What follows belongs to an exercise in optimizing a design on an open flow for small area; a production flow would make more cautious choices. The RTL was checked by simulation tests, not by an equivalence proof against the original design. No driver is modelled on the clock port, so clock power and skew are understated where the tree is cut down; a real chip needs a root buffer or a tree. Power and IR drop assume default switching activity.

==> flow/design.v <==
module top (
    input  logic clk,
    input  logic rst,
    input  logic start_i,
    input  logic stop_i,
    input  logic split_i,
    output logic[7:0] dec_cat,
    output logic[7:0] an
);
    logic [2:0] noisy;
    logic [2:0] smp, clean;
    logic [3:0] cnt [3];
    assign noisy = {split_i, stop_i, start_i};
    genvar g;
    generate
        for (g = 0; g < 3; g++) begin : deb
            always_ff @(posedge clk)
                smp[g] <= noisy[g];
            always_ff @(posedge clk) begin
                if (rst || (noisy[g] == smp[g] && &cnt[g]))
                    clean[g] <= noisy[g];
                if (rst || noisy[g] != smp[g])
                    cnt[g] <= 4'd0;
                else if (!(&cnt[g]))
                    cnt[g] <= cnt[g] + 4'd1;
            end
        end
    endgenerate
    logic [1:0] bst [3];
    logic [2:0] press;
    generate
        for (g = 0; g < 3; g++) begin : btn
            always_ff @(posedge clk) begin
                if (rst)
                    bst[g] <= 2'b00;
                else begin
                    bst[g][0] <= !bst[g][1] && (bst[g][0] || clean[g]);
                    bst[g][1] <= bst[g][0] && (bst[g][1] || !clean[g]);
                end
            end
            assign press[g] = bst[g][1] && !bst[g][0];
        end
    endgenerate
    logic run, split;
    always_ff @(posedge clk or posedge rst) begin
        if (rst)
            split <= 1'b0;
        else if (run && press[2])
            split <= !split;
    end
    always_ff @(posedge clk) begin
        if (rst)
            run <= 1'b0;
        else if (!run)
            run <= press[0];
        else if (!split && !press[2] && press[1])
            run <= 1'b0;
    end
    logic [1:0] ph;
    logic       scan_go;
    logic [5:0] c61;
    logic [1:0] k4;
    logic       blink;
    logic       tick;
    assign tick  = !ph[0];
    assign k4    = ph - c61[1:0];
    assign blink = k4[1] ^ k4[0];
    always_ff @(posedge clk) begin
        if (rst) begin
            ph      <= 2'd0;
            scan_go <= 1'b0;
            c61     <= 6'd0;
        end else begin
            ph      <= ph + 2'd1;
            scan_go <= (ph == 2'd3);
            c61     <= (c61 == 6'd60) ? 6'd0 : c61 + 6'd1;
        end
    end
    logic [3:0] pre;
    logic       carry;
    assign carry = pre[3] & pre[1];
    always_ff @(posedge clk) begin
        if (rst)
            pre <= 4'd0;
        else if (tick && run)
            pre <= carry ? 4'd1 : pre + 4'd1;
    end
    logic [3:0] cs0, cs1, s0, m0, h0, h1;
    logic [2:0] s1, m1;
    logic e0, e1, e2, e3, e4, e5, e6, e7;
    function automatic logic [3:0] inc10(input logic [3:0] d);
        inc10[0] = !d[0];
        inc10[1] = (d[1] ^ d[0]) & !d[3];
        inc10[2] = d[2] ^ (d[1] & d[0]);
        inc10[3] = d[3] ? !d[0] : (d[2] & d[1] & d[0]);
    endfunction
    function automatic logic [2:0] inc6(input logic [2:0] d);
        inc6[0] = !d[0];
        inc6[1] = (d[1] ^ d[0]) & !d[2];
        inc6[2] = d[2] ? !d[0] : (d[1] & d[0]);
    endfunction
    assign e0 = tick && carry;
    assign e1 = e0 && cs0[3] && cs0[0];
    assign e2 = e1 && cs1[3] && cs1[0];
    assign e3 = e2 && s0[3]  && s0[0];
    assign e4 = e3 && s1[2]  && s1[0];
    assign e5 = e4 && m0[3]  && m0[0];
    assign e6 = e5 && m1[2]  && m1[0];
    assign e7 = e6 && h0[3]  && h0[0];
    always_ff @(posedge clk or posedge rst) begin
        if (rst) begin
            cs0 <= '0; cs1 <= '0; s0 <= '0; s1 <= '0;
            m0  <= '0; m1  <= '0; h0 <= '0; h1 <= '0;
        end else begin
            if (e0) cs0 <= inc10(cs0);
            if (e1) cs1 <= inc10(cs1);
            if (e2) s0  <= inc10(s0);
            if (e3) s1  <= inc6(s1);
            if (e4) m0  <= inc10(m0);
            if (e5) m1  <= inc6(m1);
            if (e6) h0  <= inc10(h0);
            if (e7) h1  <= inc10(h1);
        end
    end
    logic [3:0] dcs0, dcs1, ds0, dm0, dh0, dh1;
    logic [2:0] ds1, dm1;
    always_ff @(posedge clk or posedge rst) begin
        if (rst)
            dh1 <= '0;
        else if (tick && !split)
            dh1 <= h1;
    end
    always_ff @(posedge clk) begin
        if (rst || (tick && !split)) begin
            dcs0 <= cs0; dcs1 <= cs1; ds0 <= s0; ds1 <= s1;
            dm0  <= m0;  dm1  <= m1;  dh0 <= h0;
        end
    end
    logic [2:0] sel;
    always_ff @(posedge clk or posedge rst) begin
        if (rst)
            sel <= 3'd0;
        else if (scan_go)
            sel <= sel + 3'd1;
    end
    logic       lit;
    logic [3:0] digit;
    logic [6:0] seg;
    assign lit = !split || blink;
    always_comb begin
        case (sel)
            3'd0:    digit = dh1;
            3'd1:    digit = dh0;
            3'd2:    digit = {1'b0, dm1};
            3'd3:    digit = dm0;
            3'd4:    digit = {1'b0, ds1};
            3'd5:    digit = ds0;
            3'd6:    digit = dcs1;
            default: digit = dcs0;
        endcase
    end
    logic A, B, C, D;
    assign {A, B, C, D} = digit;
    assign seg = ~{A | (B ^ C) | (C & !D),
                   A | (!C & !D) | (B & !C) | (B & !D),
                   (!B & !D) | (C & !D),
                   A | (!B & !D) | (!B & C) | (C & !D) | (B & !C & D),
                   B | !C | D,
                   !B | !(C ^ D),
                   A | C | !(B ^ D)};
    assign dec_cat = {seg, !(lit && sel[0] && sel != 3'd7)};
    assign an      = lit ? ~(8'b1000_0000 >> sel) : 8'hFF;
endmodule
export LEC_CHECK = 0
export CAP_MARGIN = 20
export CORE_MARGIN = 2
export CORE_UTILIZATION = 40
export SLEW_MARGIN = 20
create_clock -name core_clock -period 10.0 [get_ports {clk}]
standard.sh (not shown) runs the stock make flow with config.mk's settings and CLKGATE_MAP_FILE= SYNTH_SCRIPT=/design/flow/synth_recipe.tcl, a recipe that flattens the netlist after the stock synthesis.
==> flow/flow/run.sh <==
#!/bin/bash
# Own layout flow: the standard ORFS flow (standard.sh) with these changes:
#  - synthesis: the standard script, but the combinational logic is mapped by
#    the best of several area-oriented ABC scripts (flow/synth.tcl), and no
#    half/full adder cells are extracted (ABC maps that logic too);
#  - every port still gets a buffer, but the smallest one (buf_1);
#  - clock tree: no dummy loads, small clock buffers.
# make's full output goes to flow.log in the work folder; ORFS keeps each
# step's own log under orfs/logs/.
set -euo pipefail
cd "$(dirname "$0")/.."
bash standard.sh \
  SYNTH_SCRIPT="$PWD/flow/synth.tcl" \
  ADDER_MAP_FILE= \
  "BUFFER_PORTS_ARGS=-buffer_cell sky130_fd_sc_hd__buf_1" \
  "CTS_ARGS=-sink_clustering_enable -repair_clock_nets -dont_use_dummy_load -sink_clustering_size 20 -sink_clustering_max_diameter 60 -buf_list sky130_fd_sc_hd__clkbuf_4 -root_buf sky130_fd_sc_hd__clkbuf_4 -tree_buf sky130_fd_sc_hd__clkbuf_4" \
  "POST_CTS_TCL=$PWD/flow/post_cts.tcl" \
  finish > flow.log 2>&1
==> flow/flow/post_cts.tcl <==
set margin_ns 0.115
set sizes {sky130_fd_sc_hd__clkbuf_4 sky130_fd_sc_hd__clkbuf_8 sky130_fd_sc_hd__clkbuf_16}

set block [ord::get_db_block]
set db [ord::get_db]
set clk_net [[$block findBTerm clk] getNet]

# the clock sinks: flop clock pins reached through the CTS buffers
proc clock_sinks {net} {
  set sinks {}
  set bufs {}
  foreach it [$net getITerms] {
    if {[$it isOutputSignal]} continue
    set inst [$it getInst]
    set m [[$inst getMaster] getName]
    if {[string match *clkbuf* $m] || [string match *clkinv* $m]} {
      lappend bufs $inst
      foreach ot [$inst getITerms] {
        if {[$ot isOutputSignal]} {
          lassign [clock_sinks [$ot getNet]] s b
          set sinks [concat $sinks $s]
          set bufs [concat $bufs $b]
        }
      }
    } else {
      lappend sinks $it
    }
  }
  return [list $sinks $bufs]
}
lassign [clock_sinks $clk_net] sinks bufs
puts "clock tree: [llength $sinks] sinks, [llength $bufs] CTS buffers"
foreach it $sinks {
  set inst [$it getInst]
  if {[string match *clkbuf* [[$inst getMaster] getName]]} { error "unexpected sink" }
}

# remove the CTS buffers and their nets
foreach b $bufs {
  foreach it [$b getITerms] {
    set n [$it getNet]
    if {$n ne "NULL" && [$n getName] ne [$clk_net getName] && [$it isOutputSignal]} {
      foreach s [$n getITerms] { $s disconnect }
      odb::dbNet_destroy $n
    }
  }
  odb::dbInst_destroy $b
}

# split the sinks into 3 equal strips by x
set pts {}
set idx 0
foreach it $sinks {
  set bb [[$it getInst] getBBox]
  lappend pts [list [expr {([$bb xMin] + [$bb xMax]) / 2.0}] [expr {([$bb yMin] + [$bb yMax]) / 2.0}] $idx]
  incr idx
}
set groups {}
set s [lsort -real -index 0 $pts]
set n [llength $s]
for {set k 0} {$k < 3} {incr k} {
  lappend groups [lrange $s [expr {$k * $n / 3}] [expr {($k + 1) * $n / 3 - 1}]]
}
set nclusters [llength $groups]
set assign [lrepeat [llength $sinks] 0]
set cent {}
set k 0
foreach g $groups {
  set sx 0.0; set sy 0.0
  foreach p $g {
    lset assign [lindex $p 2] $k
    set sx [expr {$sx + [lindex $p 0]}]; set sy [expr {$sy + [lindex $p 1]}]
  }
  lappend cent [list [expr {$sx / [llength $g]}] [expr {$sy / [llength $g]}]]
  incr k
}

# one buffer per cluster, at the cluster's centre
set cbufs {}
for {set k 0} {$k < $nclusters} {incr k} {
  set master [$db findMaster [lindex $sizes 0]]
  set inst [odb::dbInst_create $block $master "clkbuf_l_$k"]
  set net [odb::dbNet_create $block "clknet_l_$k"]
  $net setSigType CLOCK
  [$inst findITerm A] connect $clk_net
  [$inst findITerm X] connect $net
  foreach it $sinks a $assign {
    if {$a == $k} { $it connect $net }
  }
  set c [lindex $cent $k]
  $inst setLocation [expr {int([lindex $c 0])}] [expr {int([lindex $c 1])}]
  $inst setPlacementStatus PLACED
  lappend cbufs $inst
}
detailed_placement

for {set pass 0} {$pass < 4} {incr pass} {
  estimate_parasitics -placement
  set changed 0
  foreach inst $cbufs {
    set name [$inst getName]
    set m [[$inst getMaster] getName]
    set y [get_pins $name/X]
    set s [expr {max([get_property $y slew_max_rise], [get_property $y slew_max_fall])}]
    puts "clock buffer $name $m slew $s"
    set i [lsearch -exact $sizes $m]
    if {$s > $margin_ns && $i < [llength $sizes] - 1} {
      replace_cell $name [lindex $sizes [expr {$i + 1}]]
      set changed 1
    }
  }
  if {!$changed} break
  detailed_placement
}
check_placement -verbose
Other scripts of this flow, unchanged in this note and not shown: flow/flow/abc1.script, flow/flow/abc10.script, flow/flow/abc11.script, flow/flow/abc2.script, flow/flow/abc3.script, flow/flow/abc4.script, flow/flow/abc5.script, flow/flow/abc6.script, flow/flow/abc7.script, flow/flow/abc8.script, flow/flow/abc9.script, flow/flow/synth.tcl
The starting point finished with timing, DRC and antenna clean.
Edit:
--- a/flow/flow/post_cts.tcl
+++ b/flow/flow/post_cts.tcl
@@ -1 +1 @@
-set margin_ns 0.115
+set margin_ns 0.100
@@ -50 +50 @@
-# split the sinks into 3 equal strips by x
+# split the sinks into 4 equal clusters: halves by x, then each half by y
@@ -57,0 +58,5 @@
+proc halves {pts axis} {
+  set s [lsort -real -index $axis $pts]
+  set h [expr {[llength $s] / 2}]
+  return [list [lrange $s 0 [expr {$h - 1}]] [lrange $s $h end]]
+}
@@ -59,4 +64,2 @@
-set s [lsort -real -index 0 $pts]
-set n [llength $s]
-for {set k 0} {$k < 3} {incr k} {
-  lappend groups [lrange $s [expr {$k * $n / 3}] [expr {($k + 1) * $n / 3 - 1}]]
+foreach half [halves $pts 0] {
+  foreach q [halves $half 1] { lappend groups $q }
The new run ran to the end with no violations.
Cell area goes up by 0.60%.
Worst setup slack improved by 0.029 ns.
Total power goes up by about 2.5%.
Register-to-register slack barely changes.
Synthesized cell count stays the same.
Sequential power is about the same.
Critical path depth stays the same.
Synthesized area is unchanged.
Hold slack hardly moves.
Via count goes up by 0.49%.
No run of this note takes its clock network from TritonCTS; it comes from the design's own scripts or RTL.

==> afterwards: timing with drivers on the ports <==
In the flow no input, the clock included, has a driving cell. The finished layouts below were timed again as built, in two steps.
Step 1 assumes that a clkbuf_16 drives the clock port and a buf_2 every other input.
Step 2 also shifts input and output timing later by t, the mid clock arrival at the registers, as if the neighbouring blocks saw the same clock.
Slacks: ideal ports / drivers / drivers and shift; pairs: ideal ports / drivers.
run | t (ns) | setup slack, ns | latest minus earliest clock arrival (ns) | worst register clock-pin slew, ns | pins driven straight from the clock port
the first run | 0.232 | 5.491 / 5.432 / 5.664 | 0.008 / 0.008 | 0.12 / 0.12 | 3
the second run | 0.231 | 5.520 / 5.445 / 5.676 | 0.008 / 0.008 | 0.10 / 0.10 | 4
After both steps setup and hold are still met in every run listed.
